This is an optimization exercise on Yosys and OpenROAD, whose aim is small area, not a production implementation.
The RTL was checked by simulation tests, not by an equivalence proof against the original design.
The clock port is modelled as an ideal driver; clocking choices that lean on that would not hold on a real chip.
Power and IR drop assume default switching activity.

==> module PSX_DDR_Interface, before the edit <==
module PSX_DDR_Interface(
  input i_clk,
  input i_rst,
  input i_command,
  input i_writeElseRead,
  input [1:0] i_commandSize,
  input [14:0] i_targetAddr,
  input [2:0] i_subAddr,
  input [15:0] i_writeMask,
  input [255:0] i_dataClient,
  output wire o_busyClient,
  output reg o_dataValidClient,
  output reg [255:0] o_dataClient,
  input i_busyMem,
  input i_dataValidMem,
  input [31:0] i_dataMem,
  output wire o_writeEnableMem,
  output wire o_readEnableMem,
  output wire [7:0] o_burstLength,
  output wire [31:0] o_dataMem,
  output wire [25:0] o_targetAddr,
  output wire [3:0] o_byteEnableMem
);
localparam WAIT_STATE         = 2'b00;
localparam WRITE_STATE        = 2'b01;
localparam READ_REQUEST_STATE = 2'b10;
localparam READ_STATE         = 2'b11;
reg [1:0]  rwState;
reg [2:0]  burstCounter;
reg        sizeBig;
reg        sizeLong;
wire started = ~sizeBig | sizeLong;
wire [2:0] beatMask = {sizeBig, sizeBig, sizeLong};
wire lastBeat = &(burstCounter | ~beatMask);
wire inWait  = (rwState == WAIT_STATE);
wire inWrite = (rwState == WRITE_STATE);
wire inRead  = (rwState == READ_STATE);
wire take = inWait & i_command & (started | (i_targetAddr == 15'h0));
wire advance = (inWrite & ~i_busyMem) | (inRead & i_dataValidMem);
wire [7:0] beatSel;
wire [7:0] beatSelN;
PSX_DDR_Interface_dec8 u_dec (.a(burstCounter), .y(beatSel), .yn(beatSelN));
assign o_writeEnableMem = inWrite;
assign o_readEnableMem = (rwState == READ_REQUEST_STATE);
assign o_busyClient = ~inWait;
assign o_burstLength = {4'h0, sizeBig, 1'b0, sizeLong & ~sizeBig, ~sizeLong};
assign o_targetAddr = {8'h00, o_dataClient[17:0]};
wire [31:0] beatData;
wire [1:0]  beatMask2;
genvar b;
generate
  for (b = 0; b < 32; b = b + 1)
  begin : g_wbit
    PSX_DDR_Interface_sel8 u_sel (
      .d({i_dataClient[224+b], i_dataClient[192+b], i_dataClient[160+b], i_dataClient[128+b],
          i_dataClient[96+b], i_dataClient[64+b], i_dataClient[32+b], i_dataClient[b]}),
      .s(beatSel), .y(beatData[b]));
  end
  for (b = 0; b < 2; b = b + 1)
  begin : g_mbit
    PSX_DDR_Interface_sel8 u_sel (
      .d({i_writeMask[14+b], i_writeMask[12+b], i_writeMask[10+b], i_writeMask[8+b],
          i_writeMask[6+b], i_writeMask[4+b], i_writeMask[2+b], i_writeMask[b]}),
      .s(beatSel), .y(beatMask2[b]));
  end
endgenerate
assign o_dataMem = beatData;
assign o_byteEnableMem = {{2{beatMask2[1]}}, {2{beatMask2[0]}}};
always @(posedge i_clk or negedge i_rst)
begin
  if (!i_rst)
  begin
    rwState <= WAIT_STATE;
    sizeBig <= 1'b1;
    sizeLong <= 1'b0;
    o_dataValidClient <= 1'b0;
  end
  else
  begin
    o_dataValidClient <= inRead & i_dataValidMem & lastBeat;
    if (take)
    begin
      sizeBig <= i_commandSize[1];
      sizeLong <= i_commandSize[1] | i_commandSize[0];
      rwState <= i_writeElseRead ? WRITE_STATE : READ_REQUEST_STATE;
    end
    else if (advance & lastBeat)
      rwState <= WAIT_STATE;
    else if ((rwState == READ_REQUEST_STATE) & ~i_busyMem)
      rwState <= READ_STATE;
  end
end
always @(posedge i_clk)
begin
  if (inWait)
    burstCounter <= 3'h0;
  else if (advance)
    burstCounter <= {burstCounter[2] ^ (burstCounter[1] & burstCounter[0]),
                     burstCounter[1] ^ burstCounter[0],
                     ~burstCounter[0]} & beatMask;
end
wire slot0Read = inRead & beatSel[0];
wire slot0Hold = ~(inWait | slot0Read);
wire [17:0] burstAddr = {i_targetAddr, i_subAddr};
wire [17:0] slot0LowN;
generate
  for (b = 0; b < 18; b = b + 1)
  begin : g_abit
    PSX_DDR_Interface_aoi222 u_aoi (
      .a({slot0Hold, slot0Read, inWait}),
      .b({o_dataClient[b], i_dataMem[b], burstAddr[b]}),
      .y(slot0LowN[b]));
  end
endgenerate
always @(posedge i_clk)
  o_dataClient[17:0] <= ~slot0LowN;
wire [223:18] slotNext;
generate
  for (b = 18; b < 224; b = b + 1)
  begin : g_hbit
    PSX_DDR_Interface_ao22 u_ao (
      .a({beatSel[b / 32], beatSelN[b / 32]}),
      .b({i_dataMem[b % 32], o_dataClient[b]}),
      .y(slotNext[b]));
  end
endgenerate
always @(posedge i_clk)
  o_dataClient[223:18] <= slotNext;
always @(posedge i_clk)
  o_dataClient[255:224] <= i_dataMem;
endmodule
==> module PSX_DDR_Interface_dec8, before the edit <==
module PSX_DDR_Interface_dec8(
  input [2:0] a,
  output [7:0] y,
  output [7:0] yn
);
assign y = 8'h01 << a;
assign yn = ~(8'h01 << a);
endmodule
Settings: LEC_CHECK=0, CAP_MARGIN=20, CORE_AREA=5 5 235 235, DIE_AREA=0 0 240 240, PLACE_DENSITY=0.6, SLEW_MARGIN=20, SYNTH_HIERARCHICAL=1, SYNTH_MINIMUM_KEEP_SIZE=0; clock period 4.0 ns.
standard.sh (not shown) runs the stock make flow with config.mk's settings and CLKGATE_MAP_FILE= SYNTH_SCRIPT=/design/flow/synth_recipe.tcl, a recipe that flattens the netlist after the stock synthesis.
==> flow/flow/run.sh <==
#!/bin/bash
set -euo pipefail
export BUFFER_PORTS_ARGS="-buffer_cell sky130_fd_sc_hd__buf_1"
bash standard.sh place > standard_place.log 2>&1

RES=orfs/results/sky130hd/PSX_DDR_Interface/base
export TRY_ODB=$RES/3_place.odb TRY_SDC=$RES/3_place.sdc
BASE="-sink_clustering_enable -repair_clock_nets -dont_use_dummy_load"
CFGS=("clkbuf_4 10 30" "clkbuf_4 10 40" "clkbuf_4 11 40" "clkbuf_4 12 50"
      "clkbuf_4 9 50" "clkbuf_4 10 50" "clkbuf_4 11 50" "clkbuf_4 8 60"
      "clkbuf_8 16 60" "clkbuf_8 18 60" "clkbuf_8 20 60" "clkbuf_8 20 80"
      "clkbuf_2 5 30" "clkbuf_2 6 30" "clkbuf_16 30 80" "clkbuf_16 16 60")
mkdir -p cts_try
i=0
for c in "${CFGS[@]}"; do
  set -- $c
  TRY_ARGS="$BASE -buf_list sky130_fd_sc_hd__$1 -sink_clustering_size $2 -sink_clustering_max_diameter $3" \
    openroad -no_init -exit flow/cts_try.tcl > cts_try/try_$i.log 2>&1 &
  i=$((i+1))
  if (( i % 4 == 0 )); then wait; fi
done
wait

best=""; besta=1e9
i=0
for c in "${CFGS[@]}"; do
  r=$(grep "^TRY_RESULT" cts_try/try_$i.log | tail -1 || true)
  if [[ -n "$r" ]]; then
    set -- $r
    if awk -v a="$2" -v s="$3" -v b="$besta" 'BEGIN{exit !(s <= 0.115 && a < b)}'; then
      best="$c"; besta="$2"
    fi
  fi
  echo "$c: $r" >> cts_try/summary.txt
  i=$((i+1))
done
echo "chosen: ${best:-default}" >> cts_try/summary.txt

if [[ -n "$best" ]]; then
  set -- $best
  export CTS_ARGS="$BASE -buf_list sky130_fd_sc_hd__$1 -sink_clustering_size $2 -sink_clustering_max_diameter $3"
else
  export CTS_ARGS="$BASE"
fi
bash standard.sh > standard.log 2>&1
==> flow/flow/cts_try.tcl <==
# Try one clock tree setting on the placed design and report the clock buffer
# area and the worst flip-flop clock-pin slew (placement parasitics).
set P $::env(FLOW_HOME)/platforms/sky130hd
read_liberty $P/lib/sky130_fd_sc_hd__tt_025C_1v80.lib
read_db $::env(TRY_ODB)
read_sdc $::env(TRY_SDC)
source $P/setRC.tcl
eval clock_tree_synthesis $::env(TRY_ARGS)
set_propagated_clock [all_clocks]
estimate_parasitics -placement
set a 0
foreach inst [get_cells *] {
  set m [get_property $inst ref_name]
  if {[string match "*clkbuf*" $m] || [string match "*clkinv*" $m]} {
    set a [expr {$a + [get_property [get_lib_cells */$m] area]}]
  }
}
set worst 0
foreach pin [get_pins -hierarchical */CLK] {
  set s [get_property $pin slew_max]
  if {$s > $worst} { set worst $s }
}
puts "TRY_RESULT $a $worst"
The starting point passed the timing, design-rule and antenna checks.
Rerun with:
--- a/flow/design.v
+++ b/flow/design.v
@@ -36,12 +36,11 @@
 wire inWrite = (rwState == WRITE_STATE);
 wire inRead  = (rwState == READ_STATE);
 wire take = inWait & i_command & (started | (i_targetAddr == 15'h0));
 wire advance = (inWrite & ~i_busyMem) | (inRead & i_dataValidMem);
 wire [7:0] beatSel;
-wire [7:0] beatSelN;
-PSX_DDR_Interface_dec8 u_dec (.a(burstCounter), .y(beatSel), .yn(beatSelN));
+PSX_DDR_Interface_dec8 u_dec (.a(burstCounter), .y(beatSel));
 assign o_writeEnableMem = inWrite;
 assign o_readEnableMem = (rwState == READ_REQUEST_STATE);
 assign o_busyClient = ~inWait;
 assign o_burstLength = {4'h0, sizeBig, 1'b0, sizeLong & ~sizeBig, ~sizeLong};
 assign o_targetAddr = {8'h00, o_dataClient[17:0]};
@@ -98,46 +97,50 @@
     burstCounter <= {burstCounter[2] ^ (burstCounter[1] & burstCounter[0]),
                      burstCounter[1] ^ burstCounter[0],
                      ~burstCounter[0]} & beatMask;
 end
 wire slot0Read = inRead & beatSel[0];
-wire slot0Hold = ~(inWait | slot0Read);
+wire [17:0] slot0Low;
 wire [17:0] burstAddr = {i_targetAddr, i_subAddr};
-wire [17:0] slot0LowN;
 generate
   for (b = 0; b < 18; b = b + 1)
   begin : g_abit
-    PSX_DDR_Interface_aoi222 u_aoi (
-      .a({slot0Hold, slot0Read, inWait}),
-      .b({o_dataClient[b], i_dataMem[b], burstAddr[b]}),
-      .y(slot0LowN[b]));
+    PSX_DDR_Interface_ao22 u_ao (
+      .a({inWait, slot0Read}),
+      .b({burstAddr[b], i_dataMem[b]}),
+      .y(slot0Low[b]));
   end
 endgenerate
 always @(posedge i_clk)
-  o_dataClient[17:0] <= ~slot0LowN;
-wire [223:18] slotNext;
+begin
+  if (inWait | slot0Read)
+    o_dataClient[17:0] <= slot0Low;
+end
+always @(posedge i_clk)
+begin
+  if (beatSel[0])
+    o_dataClient[31:18] <= i_dataMem[31:18];
+end
+genvar k;
 generate
-  for (b = 18; b < 224; b = b + 1)
-  begin : g_hbit
-    PSX_DDR_Interface_ao22 u_ao (
-      .a({beatSel[b / 32], beatSelN[b / 32]}),
-      .b({i_dataMem[b % 32], o_dataClient[b]}),
-      .y(slotNext[b]));
+  for (k = 1; k < 7; k = k + 1)
+  begin : g_slot
+    always @(posedge i_clk)
+    begin
+      if (beatSel[k])
+        o_dataClient[32*k +: 32] <= i_dataMem;
+    end
   end
 endgenerate
-always @(posedge i_clk)
-  o_dataClient[223:18] <= slotNext;
 always @(posedge i_clk)
   o_dataClient[255:224] <= i_dataMem;
 endmodule
 module PSX_DDR_Interface_dec8(
   input [2:0] a,
-  output [7:0] y,
-  output [7:0] yn
+  output [7:0] y
 );
 assign y = 8'h01 << a;
-assign yn = ~(8'h01 << a);
 endmodule
 module PSX_DDR_Interface_sel8(
   input [7:0] d,
   input [7:0] s,
   output y
Effect: The new run ran to the end with no violations; combinational power rose by about 5%; routed wire length is lower by 12%; count of clock-buffer cells in the layout grows by 4; global-route usage goes down by 2.1 points; register-to-register slack gains 0.12 ns; power increases by 11%; sequential cell count does not change; sequential power goes up by 14%; final area went up by 2.1%.

## static timing again, ports no longer ideal
The results above use ideal ports. As a check the final layouts listed here were re-extracted and re-timed, cells and wires unchanged. Step 1, drivers: a clkbuf_16 drives i_clk and a buf_2 each remaining input, both assumed. Step 2 also shifts input and output timing later by t, the mid clock arrival at the registers, as if the neighbouring blocks saw the same clock. Slacks: no drivers / after step 1 / after step 2; pairs: no drivers / after step 1.
run | shift t [ns] | setup WS [ns] | worst data-port slew with drivers (ns)
the first run | 0.627 | 0.253 / 0.215 / 0.842 | 0.17
the second run | 0.704 | 0.282 / 0.239 / 0.942 | 0.18
After both steps setup and hold are still met in every run listed.
